Source: an optimization exercise on an open RTL-to-GDS flow (aim: small area). Production flows keep margins and buffers that such runs may drop.
Function was checked by simulation only, so behaviour that the tests miss may differ from the original.
The clock input has no modelled driver; a real chip could not lean on it and would need a root buffer or a full tree.
Power and IR drop assume default switching activity.

Setup of violet:
// pipe_make
module pipe_make(
		input clk,
		input rst,
		input [2:0] colour,
		input [7:0] in_x,
		input [6:0] in_y,
		input [7:0] width,
		input [6:0] height,
		input go_draw,
		input [3:0] pipe_type,
		output finish_draw,
		output [7:0] out_x,
		output [6:0] out_y,
		output [2:0] out_colour
	);
==> flow/config.mk <==
export PLATFORM = sky130hd
export DESIGN_NAME = pipe_make
export DESIGN_NICKNAME = pipe_make
export VERILOG_FILES = /design/flow/design.v
export SDC_FILE = /design/flow/constraint.sdc
export NUM_CORES = 4
export LEC_CHECK = 0
export CAP_MARGIN = 20
export CORE_MARGIN = 2
export CORE_UTILIZATION = 40
export SLEW_MARGIN = 20
==> flow/constraint.sdc <==
create_clock -name core_clock -period 10.0 [get_ports {clk}]
set_input_delay 2.0000 -clock core_clock [delete_from_list [all_inputs] [get_ports {clk}]]
set_output_delay 2.0000 -clock core_clock [all_outputs]
set_load 0.01 [all_outputs]
standard.sh (not shown) runs the stock make flow with config.mk's settings and CLKGATE_MAP_FILE= SYNTH_SCRIPT=/design/flow/synth_recipe.tcl, a recipe that flattens the netlist after the stock synthesis.
==> flow/flow/run.sh <==
#!/bin/bash
# Own layout flow: the standard ORFS flow (standard.sh) with these changes
# to how the layout is made:
#  - synthesis (flow/synth.tcl) is the standard synthesis script, but
#    adders are left to ABC instead of being mapped to the library's adder
#    cells first (ADDER_MAP_FILE empty), and ABC uses an area-oriented script;
#    registers, their names and cell types are those of the standard synthesis;
#  - the port buffers are the smallest buffer (buf_1) instead of a delay cell;
#  - clock tree synthesis uses clkbuf_8 and no dummy loads.
# The make output goes to flow_make.log; each ORFS step logs to orfs/logs/.
set -euo pipefail
export OWN_WORK_DIR="$(pwd)"
export OWN_FLOW_DIR="$(pwd)/flow"
bash standard.sh \
  SYNTH_SCRIPT="$OWN_FLOW_DIR/synth.tcl" \
  ADDER_MAP_FILE= \
  "BUFFER_PORTS_ARGS=-buffer_cell sky130_fd_sc_hd__buf_1" \
  "CTS_ARGS=-sink_clustering_enable -repair_clock_nets -buf_list {sky130_fd_sc_hd__clkbuf_4 sky130_fd_sc_hd__clkbuf_8} -root_buf sky130_fd_sc_hd__clkbuf_16 -dont_use_dummy_load" \
  finish > flow_make.log 2>&1
==> flow/flow/abc_area.script <==
strash
&get -n
&st
&dc2
&dch -f
&nf -a -R 1000
&st
&dc2
&dch -f
&nf -a -R 1000
&st
&dc2
&dch -f
&nf -a -R 1000
&put
==> flow/flow/synth.tcl <==
# The standard synthesis (synth_recipe.tcl, which sources ORFS's synth.tcl
# and then flattens and renames), with one change: ABC maps the logic with an
# area-oriented script (flow/abc_area.script). Registers are mapped before
# ABC runs, so their count, names and cells are the standard synthesis's.
proc abc {args} {
  set i [lsearch -exact $args -script]
  if {$i >= 0} { lset args [expr {$i + 1}] $::env(OWN_FLOW_DIR)/abc_area.script }
  yosys abc {*}$args
}
source $::env(OWN_WORK_DIR)/synth_recipe.tcl
violet reached the end of the flow, and the finished layout is clean on the timing, design-rule and antenna checks.
For raven, these inputs were changed with respect to violet:
--- a/flow/flow/run.sh
+++ b/flow/flow/run.sh
@@ -18 +18 @@
-  "CTS_ARGS=-sink_clustering_enable -repair_clock_nets -buf_list {sky130_fd_sc_hd__clkbuf_4 sky130_fd_sc_hd__clkbuf_8} -root_buf sky130_fd_sc_hd__clkbuf_16 -dont_use_dummy_load" \
+  "CTS_ARGS=-sink_clustering_enable -repair_clock_nets -buf_list sky130_fd_sc_hd__clkbuf_8 -dont_use_dummy_load" \
Notes after the runs:
- Diff violet -> raven: final critical delay including setup and external delays moved up, share of cell area taken by flip-flops and latches level, fraction of power consumed by combinational cells moved up.
- The transition time of the tightest slew-check pin on raven is in line with that on violet.
- Compare raven and violet | portion of the clock cycle consumed by the worst path in the final layout higher: raven
The following lists how umber was set up differently from raven:
Settings: swapping 20 for 5 in SLEW_MARGIN; swapping 20 for 5 in CAP_MARGIN.
### Flow results
Comparing umber against raven, there is no change at all in async set-reset flop share out of synthesis.
In terms of wire length on met3, raven and umber differ only marginally.
Going from raven to umber, final cell count without fillers ~0 delta, combinational share of power has remained practically unchanged, basic-gate share of the synthesized area counting and, or, nand and nor cells shows no meaningful change, clock share of power did not really move, hold path depth essentially unchanged.
Switching power summed over all nets came out exactly the same in umber and raven.
raven -> umber: total power delta 0, exact match


The RTL this note starts from:
==> flow/design.v <==
module pm_shape #(
		parameter KIND = 0            
	) (
		input clk,
		input rst,
		input go,
		output reg [1:0] cnt,         
		output reg fin,
		output v1,                    
		output v2,                    
		output [4:0] t5,              
		output reg [2:0] u5,
		output [1:0] m3o,
		output [2:0] y7o
	);
	reg [1:0] m3;
	reg [2:0] y7;
	assign m3o = (KIND == 2) ? m3 : 2'd0;
	assign y7o = (KIND == 2) ? y7 : 3'd0;
	localparam N = (KIND == 0) ? 13 : (KIND == 1) ? 15 : 11;
	reg [1:0]  ph;
	wire run = (ph != 2'd0);
	assign v1 = ph[1];
	assign v2 = (ph == 2'd3);
	reg [N-1:0] T;
	assign t5 = T[4:0];
	reg f0, f1, f2, set1, set2;
	always @(*) begin
		f0 = (T[8:0] == 9'd336) && (u5 == 3'd0);             
		set1 = (T[8:0] == 9'd337) && (u5 == 3'd0);           
		case (KIND)
			0: begin  
				f1 = (T == 13'd4826) && (u5 == 3'd2);        
				set2 = (T == 13'd4827) && (u5 == 3'd2);
				f2 = v2 && (T[10:0] == 11'd86);              
			end
			1: begin  
				f1 = (T == 15'd23794);                       
				set2 = (T == 15'd23795);
				f2 = v2 && (T[10:0] == 11'd622);             
			end
			default: begin  
				f1 = (T[10:0] == 11'd84) && (m3 == 2'd0) && (y7 == 3'd0);   
				set2 = (T[10:0] == 11'd85) && (m3 == 2'd1) && (y7 == 3'd0);
				f2 = v2 && (T[10:0] == 11'd196) && (m3 == 2'd2);           
			end
		endcase
	end
	wire start = go & !run;
	always @(posedge clk) begin
		if (start) begin
			T <= {N{1'b1}}; u5 <= 3'd7; m3 <= 2'd3; y7 <= 3'd4;
		end else begin
			T <= T + 1'b1;
			if (&T[3:0]) u5 <= (u5 == 3'd4) ? 3'd0 : u5 + 1'b1;
			m3 <= (m3 == 2'd2) ? 2'd0 : m3 + 1'b1;
			if (T[0] && m3 == 2'd2) y7 <= (y7 == 3'd6) ? 3'd0 : y7 + 1'b1;
		end
		case (ph)
			2'd0: if (go) ph <= 2'd1;
			2'd1: if (set1) ph <= 2'd2;
			2'd2: if (set2) ph <= 2'd3;
			default: ;
		endcase
		fin <= 1'b0;
		case (cnt)
			2'd0: if (go) cnt <= 2'd1;
			2'd1: if (f0) cnt <= 2'd2;
			2'd2: if (f1) cnt <= 2'd3;
			2'd3: if (f2) begin cnt <= 2'd0; fin <= 1'b1; end
		endcase
		if (rst) begin
			ph <= 2'd0; cnt <= 2'd0; fin <= 1'b0;
		end
	end
endmodule
module pipe_make(
		input clk,
		input rst,
		input [2:0] colour,
		input [7:0] in_x,
		input [6:0] in_y,
		input [7:0] width,
		input [6:0] height,
		input go_draw,
		input [3:0] pipe_type,
		output finish_draw,
		output [7:0] out_x,
		output [6:0] out_y,
		output [2:0] out_colour
	);
	wire [2:0] s = (pipe_type > 4'd5) ? 3'd0 : pipe_type[2:0];
	wire [1:0] cnt [0:5];
	wire [5:0] fin, v1, v2;
	wire [4:0] t5 [0:5];
	wire [2:0] u5 [0:5];
	wire [1:0] m3 [0:5];
	wire [2:0] y7 [0:5];
	genvar i;
	generate
		for (i = 0; i < 6; i = i + 1) begin : shape
			pm_shape #(.KIND(i == 0 ? 0 : i == 1 ? 1 : 2)) u(
				.clk(clk), .rst(rst), .go(go_draw && s == i),
				.cnt(cnt[i]), .fin(fin[i]), .v1(v1[i]), .v2(v2[i]),
				.t5(t5[i]), .u5(u5[i]), .m3o(m3[i]), .y7o(y7[i]));
		end
	endgenerate
	wire [1:0] c = cnt[s];
	wire [4:0] t = t5[s];
	wire [2:0] u = u5[s];
	wire [1:0] m = m3[s];
	wire [2:0] y = y7[s];
	wire ver = (s == 3'd0);
	wire hor = (s == 3'd1);
	wire right = (s == 3'd3) || (s == 3'd5);
	wire down = (s == 3'd4) || (s == 3'd5);
	reg [6:0] j;
	reg [2:0] m6;
	reg [2:0] dx;
	reg [3:0] dy;
	reg zero, green;
	always @(*) begin
		j = 7'd0; m6 = 3'd0;
		zero = 1'b0; green = 1'b0;
		m6 = (t[0] ? 3'd3 : 3'd0) + (m == 2'd1 ? 3'd4 : m == 2'd2 ? 3'd2 : 3'd0);
		if (m6 >= 3'd6) m6 = m6 - 3'd6;
		case (c)
			2'd0: begin  
				dx = 3'd4; dy = 4'd4; green = 1'b1;
			end
			2'd1: begin  
				dx = t[2:0]; dy = {u, t[3]}; zero = (u == 3'd7);
			end
			2'd2: begin  
				zero = !v1[s]; green = v1[s];
				if (ver) begin         
					j = {u, t[3:0]} + 7'd38;
					if (j >= 7'd80) j = j - 7'd80;
					if (j >= 7'd40) j = j - 7'd40;
					dx = 3'd2 + j[1:0]; dy = j[5:2];
				end else if (hor) begin  
					j = {2'b0, t} - 7'd18;
					dx = j[2:0]; dy = 4'd3 + j[4:3];
				end else begin           
					dx = (right ? 3'd2 : 3'd0) + m6;
					dy = (down ? 4'd3 : 4'd0) + y;
				end
			end
			default: begin  
				zero = !v2[s];
				if (ver || hor) begin    
					dx = {2'b0, t[0]}; dy = 4'd0;
				end else begin           
					dx = (right ? 3'd6 : 3'd0) + m6[0];
					dy = (down ? 4'd7 : 4'd0) + ((m6 >= 3'd2) ? (m6 - 3'd2) >> 1 : (m6 + 3'd4) >> 1);
				end
			end
		endcase
	end
	wire [7:0] sx = in_x + dx;
	wire [6:0] sy = in_y + dy;
	assign finish_draw = fin[s];
	assign out_x = zero ? 8'd0 : sx;
	assign out_y = zero ? 7'd0 : sy;
	assign out_colour = {1'b0, green, 1'b0};
endmodule
Settings: LEC_CHECK=0, CAP_MARGIN=20, CORE_MARGIN=2, CORE_UTILIZATION=40, SLEW_MARGIN=20; clock period 10.0 ns.
==> flow/flow/run.sh <==
#!/bin/bash
# Own layout flow: the standard ORFS flow (standard.sh) with these changes
# to how the layout is made:
#  - synthesis (flow/synth.tcl) is the standard synthesis script, but
#    adders are left to ABC instead of being mapped to the library's adder
#    cells first (ADDER_MAP_FILE empty), and ABC uses an area-oriented script;
#    registers, their names and cell types are those of the standard synthesis;
#  - the port buffers are the smallest buffer (buf_1) instead of a delay cell;
#  - the clock tree is built by flow/cts_manual.tcl: the clock port drives
#    a few clock buffers, each driving a group of nearby flip-flops.
# The make output goes to flow_make.log; each ORFS step logs to orfs/logs/.
set -euo pipefail
export OWN_WORK_DIR="$(pwd)"
export OWN_FLOW_DIR="$(pwd)/flow"
export OWN_CTS_LEAVES=6
export OWN_CTS_CELL=sky130_fd_sc_hd__clkbuf_16
export OWN_CTS_ROOT=sky130_fd_sc_hd__clkbuf_8
bash standard.sh \
  SYNTH_SCRIPT="$OWN_FLOW_DIR/synth.tcl" \
  ADDER_MAP_FILE= \
  "BUFFER_PORTS_ARGS=-buffer_cell sky130_fd_sc_hd__buf_1" \
  PRE_CTS_TCL="$OWN_FLOW_DIR/cts_manual.tcl" \
  finish > flow_make.log 2>&1
==> flow/flow/cts_manual.tcl <==
# Clock tree by hand: the clock port drives a few clock buffers (directly, or
# through one root buffer), each placed at the centre of a group of
# flip-flops found by balanced k-means on their positions, and each driving the clock
# pins of its group. ORFS's cts.tcl then
# legalises the buffers and repairs timing as usual.
rename clock_tree_synthesis orfs_clock_tree_synthesis
proc clock_tree_synthesis {args} {
  set nleaf $::env(OWN_CTS_LEAVES)
  set cell $::env(OWN_CTS_CELL)
  set db [ord::get_db]
  set block [ord::get_db_block]
  set clknet [$block findNet clk]
  set sinks {}
  set xs {}
  set ys {}
  foreach it [$clknet getITerms] {
    set inst [$it getInst]
    set bb [$inst getBBox]
    lappend sinks $it
    lappend xs [expr {([$bb xMin] + [$bb xMax]) / 2.0}]
    lappend ys [expr {([$bb yMin] + [$bb yMax]) / 2.0}]
  }
  set n [llength $sinks]
  puts "manual cts: $n sinks, $nleaf leaves of $cell"
  # k-means, started from sinks spread along x
  set order [lsort -real -indices $xs]
  set cx {}
  set cy {}
  for {set k 0} {$k < $nleaf} {incr k} {
    set i [lindex $order [expr {int(($k + 0.5) * $n / $nleaf)}]]
    lappend cx [lindex $xs $i]
    lappend cy [lindex $ys $i]
  }
  # balanced k-means: each group takes at most ceil(n / nleaf) flip-flops;
  # sinks are handed out nearest pair first
  set cap [expr {($n + $nleaf - 1) / $nleaf}]
  set asg {}
  for {set iter 0} {$iter < 30} {incr iter} {
    set pairs {}
    for {set i 0} {$i < $n} {incr i} {
      for {set k 0} {$k < $nleaf} {incr k} {
        set dx [expr {[lindex $xs $i] - [lindex $cx $k]}]
        set dy [expr {[lindex $ys $i] - [lindex $cy $k]}]
        lappend pairs [list [expr {$dx * $dx + $dy * $dy}] $i $k]
      }
    }
    set pairs [lsort -real -index 0 $pairs]
    set asg [lrepeat $n -1]
    set used [lrepeat $nleaf 0]
    foreach p $pairs {
      lassign $p d i k
      if {[lindex $asg $i] >= 0} continue
      if {[lindex $used $k] >= $cap} continue
      lset asg $i $k
      lset used $k [expr {[lindex $used $k] + 1}]
    }
    for {set k 0} {$k < $nleaf} {incr k} {
      set sx 0.0; set sy 0.0; set c 0
      for {set i 0} {$i < $n} {incr i} {
        if {[lindex $asg $i] == $k} {
          set sx [expr {$sx + [lindex $xs $i]}]
          set sy [expr {$sy + [lindex $ys $i]}]
          incr c
        }
      }
      if {$c > 0} {
        lset cx $k [expr {$sx / $c}]
        lset cy $k [expr {$sy / $c}]
      }
    }
  }
  set master [$db findMaster $cell]
  set leafdrv $clknet
  if {[info exists ::env(OWN_CTS_ROOT)] && $::env(OWN_CTS_ROOT) ne ""} {
    set rinst [odb::dbInst_create $block [$db findMaster $::env(OWN_CTS_ROOT)] "clkbuf_root"]
    set leafdrv [odb::dbNet_create $block "clk_root"]
    $leafdrv setSigType CLOCK
    [$rinst findITerm A] connect $clknet
    [$rinst findITerm X] connect $leafdrv
    set rx 0.0; set ry 0.0
    for {set k 0} {$k < $nleaf} {incr k} {
      set rx [expr {$rx + [lindex $cx $k] / $nleaf}]
      set ry [expr {$ry + [lindex $cy $k] / $nleaf}]
    }
    $rinst setLocation [expr {int($rx)}] [expr {int($ry)}]
    $rinst setPlacementStatus PLACED
  }
  for {set k 0} {$k < $nleaf} {incr k} {
    set inst [odb::dbInst_create $block $master "clkbuf_leaf_$k"]
    set net [odb::dbNet_create $block "clk_leaf_$k"]
    $net setSigType CLOCK
    [$inst findITerm A] connect $leafdrv
    [$inst findITerm X] connect $net
    set cnt 0
    for {set i 0} {$i < $n} {incr i} {
      if {[lindex $asg $i] == $k} {
        set it [lindex $sinks $i]
        $it disconnect
        $it connect $net
        incr cnt
      }
    }
    $inst setLocation [expr {int([lindex $cx $k])}] [expr {int([lindex $cy $k])}]
    $inst setPlacementStatus PLACED
    puts "manual cts: leaf $k drives $cnt sinks"
  }
  $clknet setSigType CLOCK
  set_propagated_clock [all_clocks]
}
Scripts as last shown in full above: flow/flow/abc_area.script, flow/flow/synth.tcl
The starting point completed without violations.
Edit:
--- a/flow/flow/run.sh
+++ b/flow/flow/run.sh
@@ -13,5 +13,5 @@
 export OWN_WORK_DIR="$(pwd)"
 export OWN_FLOW_DIR="$(pwd)/flow"
-export OWN_CTS_LEAVES=6
+export OWN_CTS_LEAVES=5
 export OWN_CTS_CELL=sky130_fd_sc_hd__clkbuf_16
 export OWN_CTS_ROOT=sky130_fd_sc_hd__clkbuf_8
--- a/flow/config.mk
+++ b/flow/config.mk
@@ -9,3 +9,4 @@
 export CORE_MARGIN = 2
 export CORE_UTILIZATION = 40
+export GPL_TIMING_DRIVEN = 0
 export SLEW_MARGIN = 20
Effect: The changed run passed the timing, design-rule and antenna checks; global-route usage shrinks by 0.55 points; via count shrinks by 2.0%; critical path depth shrinks by 1; die area does not change; area after synthesis does not change; routed wire length shrinks by 2.9%; total power shrinks by 1.9%; synthesized cell count does not change.
No run of this note takes its clock network from TritonCTS; it comes from the design's own scripts or RTL.

-- static timing again, ports no longer ideal --
How much do the figures lean on ideal ports? The routed layouts below were timed once more, with nothing changed but the port constraints.
Step 1 assumes that a clkbuf_16 drives the clock port and a buf_2 every other input.
Step 2 adds t to the input delays and takes it off the output delays; t is the mean of the earliest and latest rising clock arrival at the registers after step 1. Input paths then give back, and output paths get back, about the clock's delay inside the block.
a / b / c = no drivers / after step 1 / after step 2; a / b = the first two.
run | t, ns | setup WS [ns] | worst slew at a driven data input, ns | cell pins on the clock port's net
violet | 0.408 | 0.592 / 0.540 / 0.540 | 0.06 | 1
raven | 0.485 | 0.571 / 0.519 / 0.519 | 0.06 | 1
umber | 0.485 | 0.571 / 0.519 / 0.519 | 0.06 | 1
the first run of note 2 | 0.460 | 0.578 / 0.521 / 0.521 | 0.07 | 1
the second run of note 2 | 0.444 | 0.577 / 0.525 / 0.525 | 0.06 | 1
After both steps every run listed still meets setup and hold. For the first run of note 2, which loses most, drivers alone change the setup slack by -0.057 ns; drivers and shift together by -0.057 ns.
